Background: an optimization exercise with open tools, aiming at small area and a short achievable clock period. Do not read the settings as production practice. No run shown here included a check of the RTL's function; only the layout flow was run.

## flow/design.v (module list and top-level ports; edited modules follow where they fit)
// module MrSimSimulation: 1228 lines
// module kmfa: 4 lines
// module kmha: 4 lines
module MrSimSimulation(input clk, input reset,
    input [63:0] io_enq_dat,
    input  io_enq_val,
    output io_enq_rdy,
    output[63:0] io_deq_dat,
    output io_deq_val,
    input  io_deq_rdy
);
  // ...
==> flow/flow/run.sh <==
#!/bin/bash
# Standard synthesis, then the standard layout with the resizer aiming for a setup slack margin,
# small port buffers and a smaller clock tree.
set -euo pipefail
bash standard.sh synth > synth.log 2>&1
bash standard.sh SETUP_SLACK_MARGIN=12.4 BUFFER_PORTS_ARGS='-buffer_cell sky130_fd_sc_hd__buf_1' 'CTS_ARGS=-sink_clustering_enable -repair_clock_nets -dont_use_dummy_load -buf_list sky130_fd_sc_hd__clkbuf_16 -sink_clustering_size 30 -sink_clustering_max_diameter 100' finish > layout.log 2>&1
==> flow/standard.sh <==
#!/bin/bash
# synth_recipe.tcl (not shown) runs the flow's synth.tcl, then flattens the netlist and writes it again
# the make line also repeats each setting of config.mk as NAME=value (left out here)
make -C /OpenROAD-flow-scripts/flow DESIGN_CONFIG=/design/flow/config.mk WORK_HOME=/design/flow/orfs CLKGATE_MAP_FILE= SYNTH_SCRIPT=/design/flow/synth_recipe.tcl "${@:-finish}"
==> flow/config.mk <==
export PLATFORM = sky130hd
export DESIGN_NAME = MrSimSimulation
export DESIGN_NICKNAME = MrSimSimulation
export VERILOG_FILES = /design/flow/design.v
export SDC_FILE = /design/flow/constraint.sdc
export NUM_CORES = 4
export LEC_CHECK = 0
export CAP_MARGIN = 20
export CORE_MARGIN = 2
export CORE_UTILIZATION = 40
export PLACE_DENSITY = 0.6
export SLEW_MARGIN = 20
export SYNTH_HIERARCHICAL = 1
export SYNTH_MINIMUM_KEEP_SIZE = 0
==> flow/constraint.sdc <==
create_clock -name core_clock -period 17.0 [get_ports {clk}]
set_input_delay 3.4000 -clock core_clock [delete_from_list [all_inputs] [get_ports {clk}]]
set_output_delay 3.4000 -clock core_clock [all_outputs]
set_load 0.01 [all_outputs]
==> summary.md, run 1 <==
| Metric | Value |
|---|---|
| Via count | ~9.6k |
| Clk tree area frac | 0.0251 |
| Grt ovf | 0 |
| First-pass GRT wire length | between 50 and 60 mm |
| Worst slack, placed | 11.65 ns |
| Multiplexer share of the synthesized area | 0.0403 |
| Hold Path End | p2[9] |
| Routed Antenna Nets | 0 |
| Die height | 198 um |
| DIE WIDTH | roughly 200 um |
| GRT Max-Usage Layer | met2 |
| PortBufs | 86 |
| Outcome | timing/DRC/antenna clean |
| Residual DRC count | 0 |
| Synth Area per Inst | ~11 um^2 |
| Top-level port count | 134 |
| First element of the critical path | io_enq_dat[58] |
| Setup Skew | 0.0182 ns |
| Number of buffers and inverters on the critical path | 2 |
| DRT iter0 DRCs | approximately 350 |
| CTS Buf Count | 17 |
| Final period utilization | 0.273 |
| Gr usage total | 0.173 |
| Crit-path leading delay family | compound AO/OA/AOI/OAI gates |
| Flop-to-flop setup slack | 12.54 ns |
| Share of layout cells above drive strength 1 | 0.145 |
| Sequential cell area share | 0.269 |
| Drt total wl | about 33 mm |
| Clock buffer depth | 2 |
| Multi-input comb cells | between 1k and 1.5k |
| Top cells by instance count after synthesis | 174 x fa_1, 171 x and2_1, 135 x ha_1, 117 x dfxtp_1, 73 x inv_1 |
| Yosys cell types | 63 |
| Crit-path cells | buf_8, clkinvlp_4, ha_4, nor2b_4, o21ai_2, nand2b_1, a21o_1, a21o_1, a21o_1, a21oi_2 |
| Post-layout util | 0.460 |
| Area delta synth->final | 12.7% |
| HP Class | flop to flop |
| Cell mode on critical path | a21o_1 |
| Hold path cells | 0 |
==> run 2, diff against run 1 <==
--- a/flow/design.v
+++ b/flow/design.v
@@ -8,22 +8,322 @@
 );
   reg [8:0] df0, df1, df2, df3, df4, df5;
   reg [15:0] p1, p2;
   reg v1, v2, v3;
   reg [6:0] e0, e1, e2;    
   reg l20, l21, l10;           
   wire [7:0] px = io_enq_dat[55:48];
   wire [7:0] py = io_enq_dat[63:56];
-  wire [8:0] dn0 = {1'b0, io_enq_dat[7:0]} - {1'b0, px};
-  wire [8:0] dn1 = {1'b0, io_enq_dat[15:8]} - {1'b0, py};
-  wire [8:0] dn2 = {1'b0, io_enq_dat[23:16]} - {1'b0, px};
-  wire [8:0] dn3 = {1'b0, io_enq_dat[31:24]} - {1'b0, py};
-  wire [8:0] dn4 = {1'b0, io_enq_dat[39:32]} - {1'b0, px};
-  wire [8:0] dn5 = {1'b0, io_enq_dat[47:40]} - {1'b0, py};
+  wire sb0_hp0, sb0_hg0;
+  kmha usb0_h0 (.a(io_enq_dat[0]), .b(~px[0]), .s(sb0_hp0), .co(sb0_hg0));
+  wire sb0_hp1, sb0_hg1;
+  kmha usb0_h1 (.a(io_enq_dat[1]), .b(~px[1]), .s(sb0_hp1), .co(sb0_hg1));
+  wire sb0_hp2, sb0_hg2;
+  kmha usb0_h2 (.a(io_enq_dat[2]), .b(~px[2]), .s(sb0_hp2), .co(sb0_hg2));
+  wire sb0_hp3, sb0_hg3;
+  kmha usb0_h3 (.a(io_enq_dat[3]), .b(~px[3]), .s(sb0_hp3), .co(sb0_hg3));
+  wire sb0_hp4, sb0_hg4;
+  kmha usb0_h4 (.a(io_enq_dat[4]), .b(~px[4]), .s(sb0_hp4), .co(sb0_hg4));
+  wire sb0_hp5, sb0_hg5;
+  kmha usb0_h5 (.a(io_enq_dat[5]), .b(~px[5]), .s(sb0_hp5), .co(sb0_hg5));
+  wire sb0_hp6, sb0_hg6;
+  kmha usb0_h6 (.a(io_enq_dat[6]), .b(~px[6]), .s(sb0_hp6), .co(sb0_hg6));
+  wire sb0_hp7, sb0_hg7;
+  kmha usb0_h7 (.a(io_enq_dat[7]), .b(~px[7]), .s(sb0_hp7), .co(sb0_hg7));
+  wire sb0_G1 = sb0_hg0 | (sb0_hp0 & 1'b1);
+  wire sb0_P1 = sb0_hp0 & 1'b0;
+  wire sb0_G2 = sb0_hg2 | (sb0_hp2 & sb0_hg1);
+  wire sb0_P2 = sb0_hp2 & sb0_hp1;
+  wire sb0_G3 = sb0_hg4 | (sb0_hp4 & sb0_hg3);
+  wire sb0_P3 = sb0_hp4 & sb0_hp3;
+  wire sb0_G4 = sb0_hg6 | (sb0_hp6 & sb0_hg5);
+  wire sb0_P4 = sb0_hp6 & sb0_hp5;
+  wire sb0_G5 = sb0_hg1 | (sb0_hp1 & sb0_G1);
+  wire sb0_P5 = sb0_hp1 & sb0_P1;
+  wire sb0_G6 = sb0_G2 | (sb0_P2 & sb0_G1);
+  wire sb0_P6 = sb0_P2 & sb0_P1;
+  wire sb0_G7 = sb0_hg5 | (sb0_hp5 & sb0_G3);
+  wire sb0_P7 = sb0_hp5 & sb0_P3;
+  wire sb0_G8 = sb0_G4 | (sb0_P4 & sb0_G3);
+  wire sb0_P8 = sb0_P4 & sb0_P3;
+  wire sb0_G9 = sb0_hg3 | (sb0_hp3 & sb0_G6);
+  wire sb0_P9 = sb0_hp3 & sb0_P6;
+  wire sb0_G10 = sb0_G3 | (sb0_P3 & sb0_G6);
+  wire sb0_P10 = sb0_P3 & sb0_P6;
+  wire sb0_G11 = sb0_G7 | (sb0_P7 & sb0_G6);
+  wire sb0_P11 = sb0_P7 & sb0_P6;
+  wire sb0_G12 = sb0_G8 | (sb0_P8 & sb0_G6);
+  wire sb0_P12 = sb0_P8 & sb0_P6;
+  wire sb0_G13 = sb0_hg7 | (sb0_hp7 & sb0_G12);
+  wire sb0_P13 = sb0_hp7 & sb0_P12;
+  wire sb0_s0 = ~sb0_hp0;
+  wire sb0_s1 = sb0_hp1 ^ sb0_G1;
+  wire sb0_s2 = sb0_hp2 ^ sb0_G5;
+  wire sb0_s3 = sb0_hp3 ^ sb0_G6;
+  wire sb0_s4 = sb0_hp4 ^ sb0_G9;
+  wire sb0_s5 = sb0_hp5 ^ sb0_G10;
+  wire sb0_s6 = sb0_hp6 ^ sb0_G11;
+  wire sb0_s7 = sb0_hp7 ^ sb0_G12;
+  wire [8:0] dn0 = {~sb0_G13, sb0_s7, sb0_s6, sb0_s5, sb0_s4, sb0_s3, sb0_s2, sb0_s1, sb0_s0};
+  wire sb1_hp0, sb1_hg0;
+  kmha usb1_h0 (.a(io_enq_dat[8]), .b(~py[0]), .s(sb1_hp0), .co(sb1_hg0));
+  wire sb1_hp1, sb1_hg1;
+  kmha usb1_h1 (.a(io_enq_dat[9]), .b(~py[1]), .s(sb1_hp1), .co(sb1_hg1));
+  wire sb1_hp2, sb1_hg2;
+  kmha usb1_h2 (.a(io_enq_dat[10]), .b(~py[2]), .s(sb1_hp2), .co(sb1_hg2));
+  wire sb1_hp3, sb1_hg3;
+  kmha usb1_h3 (.a(io_enq_dat[11]), .b(~py[3]), .s(sb1_hp3), .co(sb1_hg3));
+  wire sb1_hp4, sb1_hg4;
+  kmha usb1_h4 (.a(io_enq_dat[12]), .b(~py[4]), .s(sb1_hp4), .co(sb1_hg4));
+  wire sb1_hp5, sb1_hg5;
+  kmha usb1_h5 (.a(io_enq_dat[13]), .b(~py[5]), .s(sb1_hp5), .co(sb1_hg5));
+  wire sb1_hp6, sb1_hg6;
+  kmha usb1_h6 (.a(io_enq_dat[14]), .b(~py[6]), .s(sb1_hp6), .co(sb1_hg6));
+  wire sb1_hp7, sb1_hg7;
+  kmha usb1_h7 (.a(io_enq_dat[15]), .b(~py[7]), .s(sb1_hp7), .co(sb1_hg7));
+  wire sb1_G1 = sb1_hg0 | (sb1_hp0 & 1'b1);
+  wire sb1_P1 = sb1_hp0 & 1'b0;
+  wire sb1_G2 = sb1_hg2 | (sb1_hp2 & sb1_hg1);
+  wire sb1_P2 = sb1_hp2 & sb1_hp1;
+  wire sb1_G3 = sb1_hg4 | (sb1_hp4 & sb1_hg3);
+  wire sb1_P3 = sb1_hp4 & sb1_hp3;
+  wire sb1_G4 = sb1_hg6 | (sb1_hp6 & sb1_hg5);
+  wire sb1_P4 = sb1_hp6 & sb1_hp5;
+  wire sb1_G5 = sb1_hg1 | (sb1_hp1 & sb1_G1);
+  wire sb1_P5 = sb1_hp1 & sb1_P1;
+  wire sb1_G6 = sb1_G2 | (sb1_P2 & sb1_G1);
+  wire sb1_P6 = sb1_P2 & sb1_P1;
+  wire sb1_G7 = sb1_hg5 | (sb1_hp5 & sb1_G3);
+  wire sb1_P7 = sb1_hp5 & sb1_P3;
+  wire sb1_G8 = sb1_G4 | (sb1_P4 & sb1_G3);
+  wire sb1_P8 = sb1_P4 & sb1_P3;
+  wire sb1_G9 = sb1_hg3 | (sb1_hp3 & sb1_G6);
+  wire sb1_P9 = sb1_hp3 & sb1_P6;
+  wire sb1_G10 = sb1_G3 | (sb1_P3 & sb1_G6);
+  wire sb1_P10 = sb1_P3 & sb1_P6;
+  wire sb1_G11 = sb1_G7 | (sb1_P7 & sb1_G6);
+  wire sb1_P11 = sb1_P7 & sb1_P6;
+  wire sb1_G12 = sb1_G8 | (sb1_P8 & sb1_G6);
+  wire sb1_P12 = sb1_P8 & sb1_P6;
+  wire sb1_G13 = sb1_hg7 | (sb1_hp7 & sb1_G12);
+  wire sb1_P13 = sb1_hp7 & sb1_P12;
+  wire sb1_s0 = ~sb1_hp0;
+  wire sb1_s1 = sb1_hp1 ^ sb1_G1;
+  wire sb1_s2 = sb1_hp2 ^ sb1_G5;
+  wire sb1_s3 = sb1_hp3 ^ sb1_G6;
+  wire sb1_s4 = sb1_hp4 ^ sb1_G9;
+  wire sb1_s5 = sb1_hp5 ^ sb1_G10;
+  wire sb1_s6 = sb1_hp6 ^ sb1_G11;
+  wire sb1_s7 = sb1_hp7 ^ sb1_G12;
+  wire [8:0] dn1 = {~sb1_G13, sb1_s7, sb1_s6, sb1_s5, sb1_s4, sb1_s3, sb1_s2, sb1_s1, sb1_s0};
+  wire sb2_hp0, sb2_hg0;
+  kmha usb2_h0 (.a(io_enq_dat[16]), .b(~px[0]), .s(sb2_hp0), .co(sb2_hg0));
+  wire sb2_hp1, sb2_hg1;
+  kmha usb2_h1 (.a(io_enq_dat[17]), .b(~px[1]), .s(sb2_hp1), .co(sb2_hg1));
+  wire sb2_hp2, sb2_hg2;
+  kmha usb2_h2 (.a(io_enq_dat[18]), .b(~px[2]), .s(sb2_hp2), .co(sb2_hg2));
+  wire sb2_hp3, sb2_hg3;
+  kmha usb2_h3 (.a(io_enq_dat[19]), .b(~px[3]), .s(sb2_hp3), .co(sb2_hg3));
+  wire sb2_hp4, sb2_hg4;
+  kmha usb2_h4 (.a(io_enq_dat[20]), .b(~px[4]), .s(sb2_hp4), .co(sb2_hg4));
+  wire sb2_hp5, sb2_hg5;
+  kmha usb2_h5 (.a(io_enq_dat[21]), .b(~px[5]), .s(sb2_hp5), .co(sb2_hg5));
+  wire sb2_hp6, sb2_hg6;
+  kmha usb2_h6 (.a(io_enq_dat[22]), .b(~px[6]), .s(sb2_hp6), .co(sb2_hg6));
+  wire sb2_hp7, sb2_hg7;
+  kmha usb2_h7 (.a(io_enq_dat[23]), .b(~px[7]), .s(sb2_hp7), .co(sb2_hg7));
+  wire sb2_G1 = sb2_hg0 | (sb2_hp0 & 1'b1);
+  wire sb2_P1 = sb2_hp0 & 1'b0;
+  wire sb2_G2 = sb2_hg2 | (sb2_hp2 & sb2_hg1);
+  wire sb2_P2 = sb2_hp2 & sb2_hp1;
+  wire sb2_G3 = sb2_hg4 | (sb2_hp4 & sb2_hg3);
+  wire sb2_P3 = sb2_hp4 & sb2_hp3;
+  wire sb2_G4 = sb2_hg6 | (sb2_hp6 & sb2_hg5);
+  wire sb2_P4 = sb2_hp6 & sb2_hp5;
+  wire sb2_G5 = sb2_hg1 | (sb2_hp1 & sb2_G1);
+  wire sb2_P5 = sb2_hp1 & sb2_P1;
+  wire sb2_G6 = sb2_G2 | (sb2_P2 & sb2_G1);
+  wire sb2_P6 = sb2_P2 & sb2_P1;
+  wire sb2_G7 = sb2_hg5 | (sb2_hp5 & sb2_G3);
+  wire sb2_P7 = sb2_hp5 & sb2_P3;
+  wire sb2_G8 = sb2_G4 | (sb2_P4 & sb2_G3);
+  wire sb2_P8 = sb2_P4 & sb2_P3;
+  wire sb2_G9 = sb2_hg3 | (sb2_hp3 & sb2_G6);
+  wire sb2_P9 = sb2_hp3 & sb2_P6;
+  wire sb2_G10 = sb2_G3 | (sb2_P3 & sb2_G6);
+  wire sb2_P10 = sb2_P3 & sb2_P6;
+  wire sb2_G11 = sb2_G7 | (sb2_P7 & sb2_G6);
+  wire sb2_P11 = sb2_P7 & sb2_P6;
+  wire sb2_G12 = sb2_G8 | (sb2_P8 & sb2_G6);
+  wire sb2_P12 = sb2_P8 & sb2_P6;
+  wire sb2_G13 = sb2_hg7 | (sb2_hp7 & sb2_G12);
+  wire sb2_P13 = sb2_hp7 & sb2_P12;
+  wire sb2_s0 = ~sb2_hp0;
+  wire sb2_s1 = sb2_hp1 ^ sb2_G1;
+  wire sb2_s2 = sb2_hp2 ^ sb2_G5;
+  wire sb2_s3 = sb2_hp3 ^ sb2_G6;
+  wire sb2_s4 = sb2_hp4 ^ sb2_G9;
+  wire sb2_s5 = sb2_hp5 ^ sb2_G10;
+  wire sb2_s6 = sb2_hp6 ^ sb2_G11;
+  wire sb2_s7 = sb2_hp7 ^ sb2_G12;
+  wire [8:0] dn2 = {~sb2_G13, sb2_s7, sb2_s6, sb2_s5, sb2_s4, sb2_s3, sb2_s2, sb2_s1, sb2_s0};
+  wire sb3_hp0, sb3_hg0;
+  kmha usb3_h0 (.a(io_enq_dat[24]), .b(~py[0]), .s(sb3_hp0), .co(sb3_hg0));
+  wire sb3_hp1, sb3_hg1;
+  kmha usb3_h1 (.a(io_enq_dat[25]), .b(~py[1]), .s(sb3_hp1), .co(sb3_hg1));
+  wire sb3_hp2, sb3_hg2;
+  kmha usb3_h2 (.a(io_enq_dat[26]), .b(~py[2]), .s(sb3_hp2), .co(sb3_hg2));
+  wire sb3_hp3, sb3_hg3;
+  kmha usb3_h3 (.a(io_enq_dat[27]), .b(~py[3]), .s(sb3_hp3), .co(sb3_hg3));
+  wire sb3_hp4, sb3_hg4;
+  kmha usb3_h4 (.a(io_enq_dat[28]), .b(~py[4]), .s(sb3_hp4), .co(sb3_hg4));
+  wire sb3_hp5, sb3_hg5;
+  kmha usb3_h5 (.a(io_enq_dat[29]), .b(~py[5]), .s(sb3_hp5), .co(sb3_hg5));
+  wire sb3_hp6, sb3_hg6;
+  kmha usb3_h6 (.a(io_enq_dat[30]), .b(~py[6]), .s(sb3_hp6), .co(sb3_hg6));
+  wire sb3_hp7, sb3_hg7;
+  kmha usb3_h7 (.a(io_enq_dat[31]), .b(~py[7]), .s(sb3_hp7), .co(sb3_hg7));
+  wire sb3_G1 = sb3_hg0 | (sb3_hp0 & 1'b1);
+  wire sb3_P1 = sb3_hp0 & 1'b0;
+  wire sb3_G2 = sb3_hg2 | (sb3_hp2 & sb3_hg1);
+  wire sb3_P2 = sb3_hp2 & sb3_hp1;
+  wire sb3_G3 = sb3_hg4 | (sb3_hp4 & sb3_hg3);
+  wire sb3_P3 = sb3_hp4 & sb3_hp3;
+  wire sb3_G4 = sb3_hg6 | (sb3_hp6 & sb3_hg5);
+  wire sb3_P4 = sb3_hp6 & sb3_hp5;
+  wire sb3_G5 = sb3_hg1 | (sb3_hp1 & sb3_G1);
+  wire sb3_P5 = sb3_hp1 & sb3_P1;
+  wire sb3_G6 = sb3_G2 | (sb3_P2 & sb3_G1);
+  wire sb3_P6 = sb3_P2 & sb3_P1;
+  wire sb3_G7 = sb3_hg5 | (sb3_hp5 & sb3_G3);
+  wire sb3_P7 = sb3_hp5 & sb3_P3;
+  wire sb3_G8 = sb3_G4 | (sb3_P4 & sb3_G3);
+  wire sb3_P8 = sb3_P4 & sb3_P3;
+  wire sb3_G9 = sb3_hg3 | (sb3_hp3 & sb3_G6);
+  wire sb3_P9 = sb3_hp3 & sb3_P6;
+  wire sb3_G10 = sb3_G3 | (sb3_P3 & sb3_G6);
+  wire sb3_P10 = sb3_P3 & sb3_P6;
+  wire sb3_G11 = sb3_G7 | (sb3_P7 & sb3_G6);
+  wire sb3_P11 = sb3_P7 & sb3_P6;
+  wire sb3_G12 = sb3_G8 | (sb3_P8 & sb3_G6);
+  wire sb3_P12 = sb3_P8 & sb3_P6;
+  wire sb3_G13 = sb3_hg7 | (sb3_hp7 & sb3_G12);
+  wire sb3_P13 = sb3_hp7 & sb3_P12;
+  wire sb3_s0 = ~sb3_hp0;
+  wire sb3_s1 = sb3_hp1 ^ sb3_G1;
+  wire sb3_s2 = sb3_hp2 ^ sb3_G5;
+  wire sb3_s3 = sb3_hp3 ^ sb3_G6;
+  wire sb3_s4 = sb3_hp4 ^ sb3_G9;
+  wire sb3_s5 = sb3_hp5 ^ sb3_G10;
+  wire sb3_s6 = sb3_hp6 ^ sb3_G11;
+  wire sb3_s7 = sb3_hp7 ^ sb3_G12;
+  wire [8:0] dn3 = {~sb3_G13, sb3_s7, sb3_s6, sb3_s5, sb3_s4, sb3_s3, sb3_s2, sb3_s1, sb3_s0};
+  wire sb4_hp0, sb4_hg0;
+  kmha usb4_h0 (.a(io_enq_dat[32]), .b(~px[0]), .s(sb4_hp0), .co(sb4_hg0));
+  wire sb4_hp1, sb4_hg1;
+  kmha usb4_h1 (.a(io_enq_dat[33]), .b(~px[1]), .s(sb4_hp1), .co(sb4_hg1));
+  wire sb4_hp2, sb4_hg2;
+  kmha usb4_h2 (.a(io_enq_dat[34]), .b(~px[2]), .s(sb4_hp2), .co(sb4_hg2));
+  wire sb4_hp3, sb4_hg3;
+  kmha usb4_h3 (.a(io_enq_dat[35]), .b(~px[3]), .s(sb4_hp3), .co(sb4_hg3));
+  wire sb4_hp4, sb4_hg4;
+  kmha usb4_h4 (.a(io_enq_dat[36]), .b(~px[4]), .s(sb4_hp4), .co(sb4_hg4));
+  wire sb4_hp5, sb4_hg5;
+  kmha usb4_h5 (.a(io_enq_dat[37]), .b(~px[5]), .s(sb4_hp5), .co(sb4_hg5));
+  wire sb4_hp6, sb4_hg6;
+  kmha usb4_h6 (.a(io_enq_dat[38]), .b(~px[6]), .s(sb4_hp6), .co(sb4_hg6));
+  wire sb4_hp7, sb4_hg7;
+  kmha usb4_h7 (.a(io_enq_dat[39]), .b(~px[7]), .s(sb4_hp7), .co(sb4_hg7));
+  wire sb4_G1 = sb4_hg0 | (sb4_hp0 & 1'b1);
+  wire sb4_P1 = sb4_hp0 & 1'b0;
+  wire sb4_G2 = sb4_hg2 | (sb4_hp2 & sb4_hg1);
+  wire sb4_P2 = sb4_hp2 & sb4_hp1;
+  wire sb4_G3 = sb4_hg4 | (sb4_hp4 & sb4_hg3);
+  wire sb4_P3 = sb4_hp4 & sb4_hp3;
+  wire sb4_G4 = sb4_hg6 | (sb4_hp6 & sb4_hg5);
+  wire sb4_P4 = sb4_hp6 & sb4_hp5;
+  wire sb4_G5 = sb4_hg1 | (sb4_hp1 & sb4_G1);
+  wire sb4_P5 = sb4_hp1 & sb4_P1;
+  wire sb4_G6 = sb4_G2 | (sb4_P2 & sb4_G1);
+  wire sb4_P6 = sb4_P2 & sb4_P1;
+  wire sb4_G7 = sb4_hg5 | (sb4_hp5 & sb4_G3);
+  wire sb4_P7 = sb4_hp5 & sb4_P3;
+  wire sb4_G8 = sb4_G4 | (sb4_P4 & sb4_G3);
+  wire sb4_P8 = sb4_P4 & sb4_P3;
+  wire sb4_G9 = sb4_hg3 | (sb4_hp3 & sb4_G6);
+  wire sb4_P9 = sb4_hp3 & sb4_P6;
+  wire sb4_G10 = sb4_G3 | (sb4_P3 & sb4_G6);
+  wire sb4_P10 = sb4_P3 & sb4_P6;
+  wire sb4_G11 = sb4_G7 | (sb4_P7 & sb4_G6);
+  wire sb4_P11 = sb4_P7 & sb4_P6;
+  wire sb4_G12 = sb4_G8 | (sb4_P8 & sb4_G6);
+  wire sb4_P12 = sb4_P8 & sb4_P6;
+  wire sb4_G13 = sb4_hg7 | (sb4_hp7 & sb4_G12);
+  wire sb4_P13 = sb4_hp7 & sb4_P12;
+  wire sb4_s0 = ~sb4_hp0;
+  wire sb4_s1 = sb4_hp1 ^ sb4_G1;
+  wire sb4_s2 = sb4_hp2 ^ sb4_G5;
+  wire sb4_s3 = sb4_hp3 ^ sb4_G6;
+  wire sb4_s4 = sb4_hp4 ^ sb4_G9;
+  wire sb4_s5 = sb4_hp5 ^ sb4_G10;
+  wire sb4_s6 = sb4_hp6 ^ sb4_G11;
+  wire sb4_s7 = sb4_hp7 ^ sb4_G12;
+  wire [8:0] dn4 = {~sb4_G13, sb4_s7, sb4_s6, sb4_s5, sb4_s4, sb4_s3, sb4_s2, sb4_s1, sb4_s0};
+  wire sb5_hp0, sb5_hg0;
+  kmha usb5_h0 (.a(io_enq_dat[40]), .b(~py[0]), .s(sb5_hp0), .co(sb5_hg0));
+  wire sb5_hp1, sb5_hg1;
+  kmha usb5_h1 (.a(io_enq_dat[41]), .b(~py[1]), .s(sb5_hp1), .co(sb5_hg1));
+  wire sb5_hp2, sb5_hg2;
+  kmha usb5_h2 (.a(io_enq_dat[42]), .b(~py[2]), .s(sb5_hp2), .co(sb5_hg2));
+  wire sb5_hp3, sb5_hg3;
+  kmha usb5_h3 (.a(io_enq_dat[43]), .b(~py[3]), .s(sb5_hp3), .co(sb5_hg3));
+  wire sb5_hp4, sb5_hg4;
+  kmha usb5_h4 (.a(io_enq_dat[44]), .b(~py[4]), .s(sb5_hp4), .co(sb5_hg4));
+  wire sb5_hp5, sb5_hg5;
+  kmha usb5_h5 (.a(io_enq_dat[45]), .b(~py[5]), .s(sb5_hp5), .co(sb5_hg5));
+  wire sb5_hp6, sb5_hg6;
+  kmha usb5_h6 (.a(io_enq_dat[46]), .b(~py[6]), .s(sb5_hp6), .co(sb5_hg6));
+  wire sb5_hp7, sb5_hg7;
+  kmha usb5_h7 (.a(io_enq_dat[47]), .b(~py[7]), .s(sb5_hp7), .co(sb5_hg7));
+  wire sb5_G1 = sb5_hg0 | (sb5_hp0 & 1'b1);
+  wire sb5_P1 = sb5_hp0 & 1'b0;
+  wire sb5_G2 = sb5_hg2 | (sb5_hp2 & sb5_hg1);
+  wire sb5_P2 = sb5_hp2 & sb5_hp1;
+  wire sb5_G3 = sb5_hg4 | (sb5_hp4 & sb5_hg3);
+  wire sb5_P3 = sb5_hp4 & sb5_hp3;
+  wire sb5_G4 = sb5_hg6 | (sb5_hp6 & sb5_hg5);
+  wire sb5_P4 = sb5_hp6 & sb5_hp5;
+  wire sb5_G5 = sb5_hg1 | (sb5_hp1 & sb5_G1);
+  wire sb5_P5 = sb5_hp1 & sb5_P1;
+  wire sb5_G6 = sb5_G2 | (sb5_P2 & sb5_G1);
+  wire sb5_P6 = sb5_P2 & sb5_P1;
+  wire sb5_G7 = sb5_hg5 | (sb5_hp5 & sb5_G3);
+  wire sb5_P7 = sb5_hp5 & sb5_P3;
+  wire sb5_G8 = sb5_G4 | (sb5_P4 & sb5_G3);
+  wire sb5_P8 = sb5_P4 & sb5_P3;
+  wire sb5_G9 = sb5_hg3 | (sb5_hp3 & sb5_G6);
+  wire sb5_P9 = sb5_hp3 & sb5_P6;
+  wire sb5_G10 = sb5_G3 | (sb5_P3 & sb5_G6);
+  wire sb5_P10 = sb5_P3 & sb5_P6;
+  wire sb5_G11 = sb5_G7 | (sb5_P7 & sb5_G6);
+  wire sb5_P11 = sb5_P7 & sb5_P6;
+  wire sb5_G12 = sb5_G8 | (sb5_P8 & sb5_G6);
+  wire sb5_P12 = sb5_P8 & sb5_P6;
+  wire sb5_G13 = sb5_hg7 | (sb5_hp7 & sb5_G12);
+  wire sb5_P13 = sb5_hp7 & sb5_P12;
+  wire sb5_s0 = ~sb5_hp0;
+  wire sb5_s1 = sb5_hp1 ^ sb5_G1;
+  wire sb5_s2 = sb5_hp2 ^ sb5_G5;
+  wire sb5_s3 = sb5_hp3 ^ sb5_G6;
+  wire sb5_s4 = sb5_hp4 ^ sb5_G9;
+  wire sb5_s5 = sb5_hp5 ^ sb5_G10;
+  wire sb5_s6 = sb5_hp6 ^ sb5_G11;
+  wire sb5_s7 = sb5_hp7 ^ sb5_G12;
+  wire [8:0] dn5 = {~sb5_G13, sb5_s7, sb5_s6, sb5_s5, sb5_s4, sb5_s3, sb5_s2, sb5_s1, sb5_s0};
   wire pp1 = df0[0] & df0[1];
   wire pp2 = df0[0] & df0[2];
   wire pp3 = df0[0] & df0[3];
   wire pp4 = df0[0] & df0[4];
   wire pp5 = df0[0] & df0[5];
   wire pp6 = df0[0] & df0[6];
   wire pp7 = df0[0] & df0[7];
   wire pp8 = df0[1] & df0[2];
==> run 2 against run 1 <==
Effect of this change:
- first-iteration DRC count grew 5.1%
- cell area shrank 0.87%
- maximum frequency shrank 3.3%
- setup slack lost 0.16 ns
- clock skew grew 0.0099 ns
- global-route usage grew 1.4 points
- clock-buffer cell count is the same
- hold slack lost 0.0029 ns
- area after synthesis shrank 1.1%
- synthesized cell count grew 0.23%
- critical endpoint is now df5[7]
==> summary.md, run 2 <==
| Metric | Value |
|---|---|
| Clock slew at reported path FFs | 0.08 ns (was 0.06 ns) |
| Top-level port count | 134 (unchanged) |
| CTS H-tree depth | 4 (unchanged) |
| Crit-path max FO | 3 (unchanged) |
| Largest net degree at the start of global routing | 20 (unchanged) |
| Crit path largest cell delay | 0.23 ns (was 0.30 ns) |
| Effective utilization at floorplan | 0.406 (was 0.408) |
| Area share of the largest cell type after synthesis | 0.227 (was 0.232) |
| First-pass GRT wire length | 55.6 mm (was 53.2 mm) |
| Crit Path Class | input pin to flop (unchanged) |
| Critical path required time | 17.31 ns (was 17.34 ns) |
| Drt total wl | 34.7 mm (was 32.8 mm) |
| Max Cap Viol | 0 (unchanged) |
| CP Launch Type | input pin (unchanged) |
| Least-Margin Pin Slew | 0.952 ns (was 0.966 ns) |
| Die height | 197 um (was 198 um) |
| Die area | 38,700 um^2 (was 39,100 um^2) |
| Final HPWL DP | 27.1 mm (was 26.3 mm) |
| Post-synthesis sequential area ratio | 0.303 (was 0.300) |
| Slowest stage cell, crit path | or2_4 (was ha_4) |
| Number of flops mapped to enable cells by yosys | 72 (unchanged) |
| Most frequent cells in the layout | 169 x and2_1, 166 x fa_1, 136 x ha_1 (was 169 x and2_1, 168 x fa_1, 114 x ha_1) |
| Seq cells post-synth | 189 (unchanged) |
| Clock root buffer | clkbuf_16 (unchanged) |
| RSZ-0062 raised after global routing | true (unchanged) |
| Yosys cell types | 64 (was 63) |
| Critical path arrival | 5.10 ns (was 4.98 ns) |
| Ys flop type | dfxtp_1 (unchanged) |
| Final Hold Vio Count | 0 (unchanged) |
| Fmax achieved | 209 MHz (was 216 MHz) |
| Gate Count Post-Synth | 1,313 (was 1,310) |
| Max Slew Vio Count | 0 (unchanged) |
| Slew Limit Headroom | 0.366 (was 0.355) |
| Final period utilization | 0.282 (was 0.273) |
| Post-detailed-route wirelength per cell | 18.2 um (was 17.2 um) |
| Post-Synthesis Cell Area | 14,800 um^2 (was 15,000 um^2) |
| HP Class | flop to flop (unchanged) |
| Post-layout util | 0.458 (was 0.460) |
| Vias/cell | 5.13 (was 5.04) |
| DIE WIDTH | 197 um (was 198 um) |
| Routed Antenna Nets | 0 (unchanged) |
| FILL cells | 3,398 (was 3,434) |
| Row cnt | 70 (unchanged) |
| Residual DRC count | 0 (unchanged) |
| DRT iter0 DRCs | 372 (was 354) |
| Routability congestion estimate | 0.832 (was 0.839) |
| PortBufs | 86 (unchanged) |
| Worst skew pair latency | 0.44 ns (was 0.42 ns) |
| Clock buffer depth | 2 (unchanged) |
| Cell area after layout | 16,800 um^2 (was 16,900 um^2) |
| Ys async rst share | 0 (unchanged) |
| Crit-path cells | buf_12, inv_12, ha_4, or2_4, a21oi_2, o21bai_2, a21o_1, a21oi_2, nor2b_1, o21ai_1, nand2b_1, ha_4 (was buf_8, clkinvlp_4, ha_4, nor2b_4, o21ai_2, nand2b_1, a21o_1, a21o_1, a21o_1, a21oi_2) |
| Initial antenna violation count | 2 (was 4) |
| Sinks on Clock Net | 189 (unchanged) |
| Most common cell after layout, fill and taps aside | and2_1 (unchanged) |
| Synth Area per Inst | 11.3 um^2 (was 11.5 um^2) |
| DP Area | 15,800 um^2 (was 16,000 um^2) |
| Worst slack, placed | 11.47 ns (was 11.65 ns) |
| Nets | 1,834 (was 1,810) |
| Gr usage total | 0.187 (was 0.173) |
| Count leader, synth | and2_1 (was fa_1) |
| Minimum clock period after layout | 4.79 ns (was 4.63 ns) |
| Flop-to-flop setup slack | 12.41 ns (was 12.54 ns) |
| Area delta synth->final | 12.9% (was 12.7%) |
| Grt ovf | 0 (unchanged) |
| Fin worst setup slack | 12.21 ns (was 12.37 ns) |
| Final-report setup violation count | 0 (unchanged) |
| CTS Buf Count | 17 (unchanged) |
| Setup Skew | 0.0281 ns (was 0.0182 ns) |
| YS warnings | 7 (unchanged) |
| Via count | 9,818 (was 9,578) |
| Vias in the first global route | 10.3k (was 10.1k) |
| Drt first pass iters | 5 (unchanged) |
| Largest cells by area after synthesis | fa_1 23%, dfxtp_1 16%, edfxtp_1 15%, ha_1 13%, and2_1 7.1% (was fa_1 23%, dfxtp_1 16%, edfxtp_1 14%, ha_1 11%, and2_1 7.1%) |
| Setup tns final | 0 ns (unchanged) |
| Outcome | timing/DRC/antenna clean (unchanged) |
| Core area | 36,600 um^2 (was 36,800 um^2) |
| Top cells by instance count after synthesis | 169 x and2_1, 168 x fa_1, 153 x ha_1, 117 x dfxtp_1, 75 x nand2_1 (was 174 x fa_1, 171 x and2_1, 135 x ha_1, 117 x dfxtp_1, 73 x inv_1) |
| Cell taking the most area after synthesis | fa_1 (unchanged) |
| Share of layout cells above drive strength 1 | 0.138 (was 0.145) |
| CP endpoint kind | flop (unchanged) |
| TritonCTS clock tree | built (unchanged) |
run 2: cell count changes after synthesis, moves of 14 or more:
cell	delta
mux2_2	-16
nand2_1	+46
o21ai_0	-18
ha_1	+18
xor2_1	-14
nor2_1	+15
inv_1	-17
run 2: path summary, 6_finish.rpt:
check                                    start     end  cells after the start
worst max-delay path            io_enq_dat[56]  df5[7]                     12
worst min-delay path                    p1[10]  p2[10]                      0
worst max register to register          df0[8]   e0[4]                     13
worst min register to register          p1[10]  p2[10]                      0
run 2: logic make-up after synthesis:
group                    Yosys count  share of synthesized area
AO/OA/AOI/OAI                    163                     0.0773
multiplexers                      38                     0.0286
flip-flops                       189                      0.303
other                              2                   0.000506
XOR/XNOR                          51                     0.0301
buffers and inverters            110                     0.0397
AND/OR/NAND/NOR                  428                      0.157
adder cells (fa/ha/maj)          332                      0.363
run 2: final cells by class:
cell class                 count  area [um^2]  area share
multi-input combinational   1065        10300       0.617
tap                          468          586      0.0349
clock buffer                  17          425      0.0254
inverter                      57          241      0.0144
sequential                   189         4560       0.272
antenna                        2         5.00    0.000298
timing repair buffer         115          613      0.0366
run 2: layer usage:
metal / vias up / track usage / share of wire
met1: 4942 / 0.264 / 0.47
met2: 200 / 0.301 / 0.47
li1: 4643 / - / -
met5: - / 0 / 0
met3: 33 / 0.0293 / 0.045
met4: 0 / 0.0510 / 0.017
run 2: what timing repair did:
action	in CTS	in global routing
setup buffers	14	13
resized for setup	42	66
pin swaps	17	29
hold buffers	0	0
setup endpoints to repair	48	63
run 2: Yosys stat by module (local to each module, per instance):
module,copies in the design,area (um^2)
kmfa,168,20.0
kmha,99,12.5
MrSimSimulation,1,10200
run 2: worst max-delay path: cells and delay by family:
family	cells	cell delay, ns
compound gates	5	0.71
buf+inv	2	0.17
simple gates	3	0.40
fa+ha+maj	2	0.40
run 2: through the flow:
stage                     hold WS, ns  std cells
after floorplan                 0.310       1364
after global placement          0.310       1867
after detailed placement        0.312       1867
after CTS                       0.320       1898
after global routing            0.332       1913
final                           0.317       1913

re-timing with driven ports:
Ports are ideal in the flow. The routed layouts listed here were re-timed in OpenROAD. Step 1, drivers: a clkbuf_16 drives clk and a buf_2 each remaining input, both assumed. Step 2 adds t to the input delays and takes it off the output delays; t is the mean of the earliest and latest rising clock arrival at the registers after step 1. Input paths then give back, and output paths get back, about the clock's delay inside the block. Slacks: ideal ports / drivers / drivers and shift; pairs: ideal ports / drivers.
run	t (ns)	setup slack, ns	worst hold slack (ns)	worst setup path at the end	clock arrival spread, ns
run 1	0.456	12.367 / 12.359 / 11.903	0.320 / 0.320 / 0.320	input to register	0.023 / 0.023
run 2	0.465	12.210 / 12.201 / 11.736	0.317 / 0.317 / 0.317	input to register	0.030 / 0.029
After both steps setup and hold are still met in every run listed. The setup slack of run 2, which loses most, moves by -0.009 ns with the drivers and by -0.474 ns with both steps.
